Source: an optimization exercise on an open RTL-to-GDS flow (aim: small area). Production flows keep margins and buffers that such runs may drop. Power and IR drop assume default switching activity.

Setup of v44:
## i2c_slave
module i2c_slave(
 input                 i_sclk
,input                 i_rst_n
,input         [7:0]   i_device_addr
,output reg            o_wr_de
,output        [7:0]   o_wr_addr
,output        [7:0]   o_wr_data
,output reg            o_wr_done
,output        [8:0]   o_wr_length
,output        [7:0]   o_rd_addr
,input         [7:0]   i_rd_data
,output reg            o_rd_de
,input                 i_scl
,input                 i_sda
,output                o_sda
);
localparam   S_IDLE         = 4'h0;
localparam   S_START        = 4'h1;
localparam   S_DEV_ADDR     = 4'h2;
localparam   S_DEV_ACK      = 4'h3;
localparam   S_REG_ADDR     = 4'h4;
localparam   S_REG_ACK      = 4'h5;
localparam   S_WR_DATA      = 4'h6;
localparam   S_WR_DATA_ACK  = 4'h7;
localparam   S_RD_DATA      = 4'h8;
localparam   S_RD_DATA_ACK  = 4'h9;
localparam   S_STOP         = 4'ha;
reg  [3:0]   r_cs;
reg  [3:0]   r_ns;
reg  [3:0]   r_scl;
reg  [3:0]   r_sda;
reg          ro_sda;
wire w_sda_pos   = ~r_sda[3] &  r_sda[2];
wire w_sda_neg   =  r_sda[3] & ~r_sda[2];
wire w_scl_pos   = ~r_scl[3] &  r_scl[2];
wire w_scl_neg   =  r_scl[3] & ~r_scl[2];
wire w_bus_start = w_sda_neg & r_scl[3];
wire w_bus_stop  = w_sda_pos & r_scl[3];
reg  [3:0]   r_bit_cnt;
reg  [7:0]   r_shift;
reg  [7:0]   r_rd_addr;
reg  [8:0]   r_wr_length;
reg          r_wr_first;
reg          r_bus_wr_rd;
reg  [10:0]  r_ph_cnt;
reg  [9:0]   r_scl_low;
  ...
Size: ~500 cells after synthesis, roughly 57 I/O pins.
export LEC_CHECK = 0
export CAP_MARGIN = 20
export CORE_MARGIN = 2
export CORE_UTILIZATION = 60
export PLACE_DENSITY = 0.8
export SLEW_MARGIN = 20
create_clock -name core_clock -period 6.0 [get_ports {i_sclk}]
standard.sh (not shown) runs the stock make flow with config.mk's settings and CLKGATE_MAP_FILE= SYNTH_SCRIPT=/design/flow/synth_recipe.tcl, a recipe that flattens the netlist after the stock synthesis.
==> flow/flow/run.sh <==
#!/bin/bash
# Standard ORFS layout (the standard.sh, standard synthesis unchanged) with two changes:
#  * port buffers use the smallest buffer cell instead of the default pick;
#  * a lighter clock tree: larger sink clusters, clkbuf_8 only, no dummy loads.
set -euo pipefail
export BUFFER_PORTS_ARGS="-buffer_cell sky130_fd_sc_hd__buf_1"
export CTS_ARGS="-sink_clustering_enable -repair_clock_nets -sink_clustering_size 100 -sink_clustering_max_diameter 500 -buf_list sky130_fd_sc_hd__clkbuf_8 -root_buf sky130_fd_sc_hd__clkbuf_8 -dont_use_dummy_load"
bash standard.sh > orfs_flow.log 2>&1
Both conditions hold for v44: the flow ran to the end and the final layout passed the timing, DRC and antenna checks.
The following lists how v9 was set up differently from v44:
- an added CTS_BUF_LIST of sky130_fd_sc_hd__clkbuf_8
- an added CTS_CLUSTER_SIZE of 50
- an added CTS_CLUSTER_DIAMETER of 200
==> flow/run.sh (new file) <==
#!/bin/bash
# synth_recipe.tcl (not shown) runs the flow's synth.tcl, then flattens the netlist and writes it again
# the make line also repeats each setting of config.mk as NAME=value (left out here)
make -C /OpenROAD-flow-scripts/flow DESIGN_CONFIG=/design/flow/config.mk WORK_HOME=/design/flow/orfs CLKGATE_MAP_FILE= SYNTH_SCRIPT=/design/flow/synth_recipe.tcl finish
removed: flow/flow/run.sh
removed: flow/standard.sh
==> comparison <==
- v9 | status: complete | timing, DRC, antenna: pass
- v44 finished every step from synthesis to the final layout, and the layout passed the timing, DRC and antenna checks.
- For count of mapped cells out of synthesis, v44 and v9 come out practically identical.
- ~same first-pass GRT wire length in v9 and v44
- v9 falls short of v44 in post-route cell area.
- v44 has a lower combinational-cell power consumption than v9.
- Leakage power total delta for v9 relative to v44: 0.00015 uW higher
- v44 has lower relative slew slack than v9.
- The number of buffers other than clock buffers in the final layout in v9 sits 1 above the value recorded for v44.
Changes in v46 relative to v9:
- removing CTS_CLUSTER_SIZE (formerly 50)
- setting ABC_CLOCK_PERIOD_IN_PS to 30000 for the first time
- removing CTS_CLUSTER_DIAMETER (formerly 200)
- removing CTS_BUF_LIST (formerly sky130_fd_sc_hd__clkbuf_8)
==> flow/flow/run.sh (new file) <==
#!/bin/bash
# Standard ORFS layout (the standard.sh, standard synthesis unchanged) with two changes:
#  * port buffers use the smallest buffer cell instead of the default pick;
#  * a lighter clock tree: larger sink clusters, clkbuf_8 only, no dummy loads.
set -euo pipefail
export BUFFER_PORTS_ARGS="-buffer_cell sky130_fd_sc_hd__buf_1"
export CTS_ARGS="-sink_clustering_enable -repair_clock_nets -sink_clustering_size 100 -sink_clustering_max_diameter 500 -buf_list sky130_fd_sc_hd__clkbuf_8 -root_buf sky130_fd_sc_hd__clkbuf_8 -dont_use_dummy_load"
bash standard.sh > orfs_flow.log 2>&1
==> flow/standard.sh (new file) <==
#!/bin/bash
# synth_recipe.tcl (not shown) runs the flow's synth.tcl, then flattens the netlist and writes it again
# the make line also repeats each setting of config.mk as NAME=value (left out here)
make -C /OpenROAD-flow-scripts/flow DESIGN_CONFIG=/design/flow/config.mk WORK_HOME=/design/flow/orfs CLKGATE_MAP_FILE= SYNTH_SCRIPT=/design/flow/synth_recipe.tcl "${@:-finish}"
removed: flow/run.sh
In the metrics for v46 and v9, the one carrying the lower critical path arrival is v46. | post-route cell area | v46 vs v9 | better |. v46 vs v9, share of cell area taken by flip-flops and latches went up by 2.7 points. v46 against v9: met1 capacity usage during global routing decreased by 0.70 points relative to the old numbers, proportion of cell area occupied by multi-input gates increased by 3.3 points relative to the old numbers.
Changes in v29 relative to v46:
- ABC_CLOCK_PERIOD_IN_PS no longer set, was 30000
- CORE_UTILIZATION now 40, was 60
- PLACE_DENSITY now 0.6, was 0.8
==> flow/run.sh (new file) <==
#!/bin/bash
# synth_recipe.tcl (not shown) runs the flow's synth.tcl, then flattens the netlist and writes it again
# the make line also repeats each setting of config.mk as NAME=value (left out here)
make -C /OpenROAD-flow-scripts/flow DESIGN_CONFIG=/design/flow/config.mk WORK_HOME=/design/flow/orfs CLKGATE_MAP_FILE= SYNTH_SCRIPT=/design/flow/synth_recipe.tcl finish
removed: flow/flow/run.sh
removed: flow/standard.sh
Notes after the runs:
Compared with v46, v29 ends up with more cell area.
The setup slack of v29 is smaller than that of v46.
Detailed-route wire length is higher on v29
Looking only at combinational group share of total power, and setting everything else aside, the lower value of v29 and v46 goes to v29.
In the metrics for v29 and v46, the one carrying the lower clock power is v46.
Summary — final cell count, v29 relative to v46: higher, by 11%.
Comparing clock latency at the later pin of the worst-skew pair for v29 and v46, the bigger number came from v46.
The area overhead of the layout relative to synthesis in v29 sits 11 points above the value recorded for v46.
Taking v46 over v29, the die area ratio works out to 0.68.
v29 has minimum clock period after layout above what v46 had.
Switching share of power delta for v29 relative to v46: 1.3 points lower
Relative to v29, the following input files were edited for v28:
- ABC_AREA now 1, previously not set
Results
Global-route wire length before repair is higher on v28
Critical path depth, v28 and v29: smaller value in v29
Total power divided by cell area of v28 is on par with v29.
For the final cycle utilization of the critical path, v28 came in 3.2 points lower than v29 did.
v28 — final-layout worst hold slack 0.0063 ns higher, v29 as reference
No run of this note included a check of the RTL's function; only the layout flow was run.

[what the ideal ports hide]
The flow's constraints put no driver on any port. The routed layouts listed below were extracted and timed again, unchanged, in two steps. Step 1 (the two cells are an assumption about what drives the block):
set clk [get_ports {i_sclk}]
set_driving_cell -lib_cell sky130_fd_sc_hd__clkbuf_16 $clk
set_driving_cell -lib_cell sky130_fd_sc_hd__buf_2 [delete_from_list [all_inputs] $clk]
Step 2 adds t to the input delays and takes it off the output delays; t is the mean of the earliest and latest rising clock arrival at the registers after step 1. Input paths then give back, and output paths get back, about the clock's delay inside the block. Three values: ideal, step 1, step 2; two values: the first two.
run | shift t [ns] | setup slack, ns | worst hold slack (ns) | worst setup path after step 2 | clock arrival spread, ns
v44 | 0.380 | 2.030 / 1.995 / 2.375 | 0.344 / 0.344 / 0.344 | register to output | 0.034 / 0.034
v9 | 0.403 | 1.607 / 1.574 / 1.977 | 0.353 / 0.353 / 0.353 | register to output | 0.013 / 0.013
v46 | 0.380 | 2.030 / 1.995 / 2.375 | 0.344 / 0.344 / 0.344 | register to output | 0.034 / 0.034
v29 | 0.374 | 1.672 / 1.631 / 2.005 | 0.348 / 0.348 / 0.348 | register to output | 0.007 / 0.007
v28 | 0.382 | 1.866 / 1.830 / 2.212 | 0.355 / 0.355 / 0.355 | register to output | 0.008 / 0.008
After both steps setup and hold are still met in every run listed.
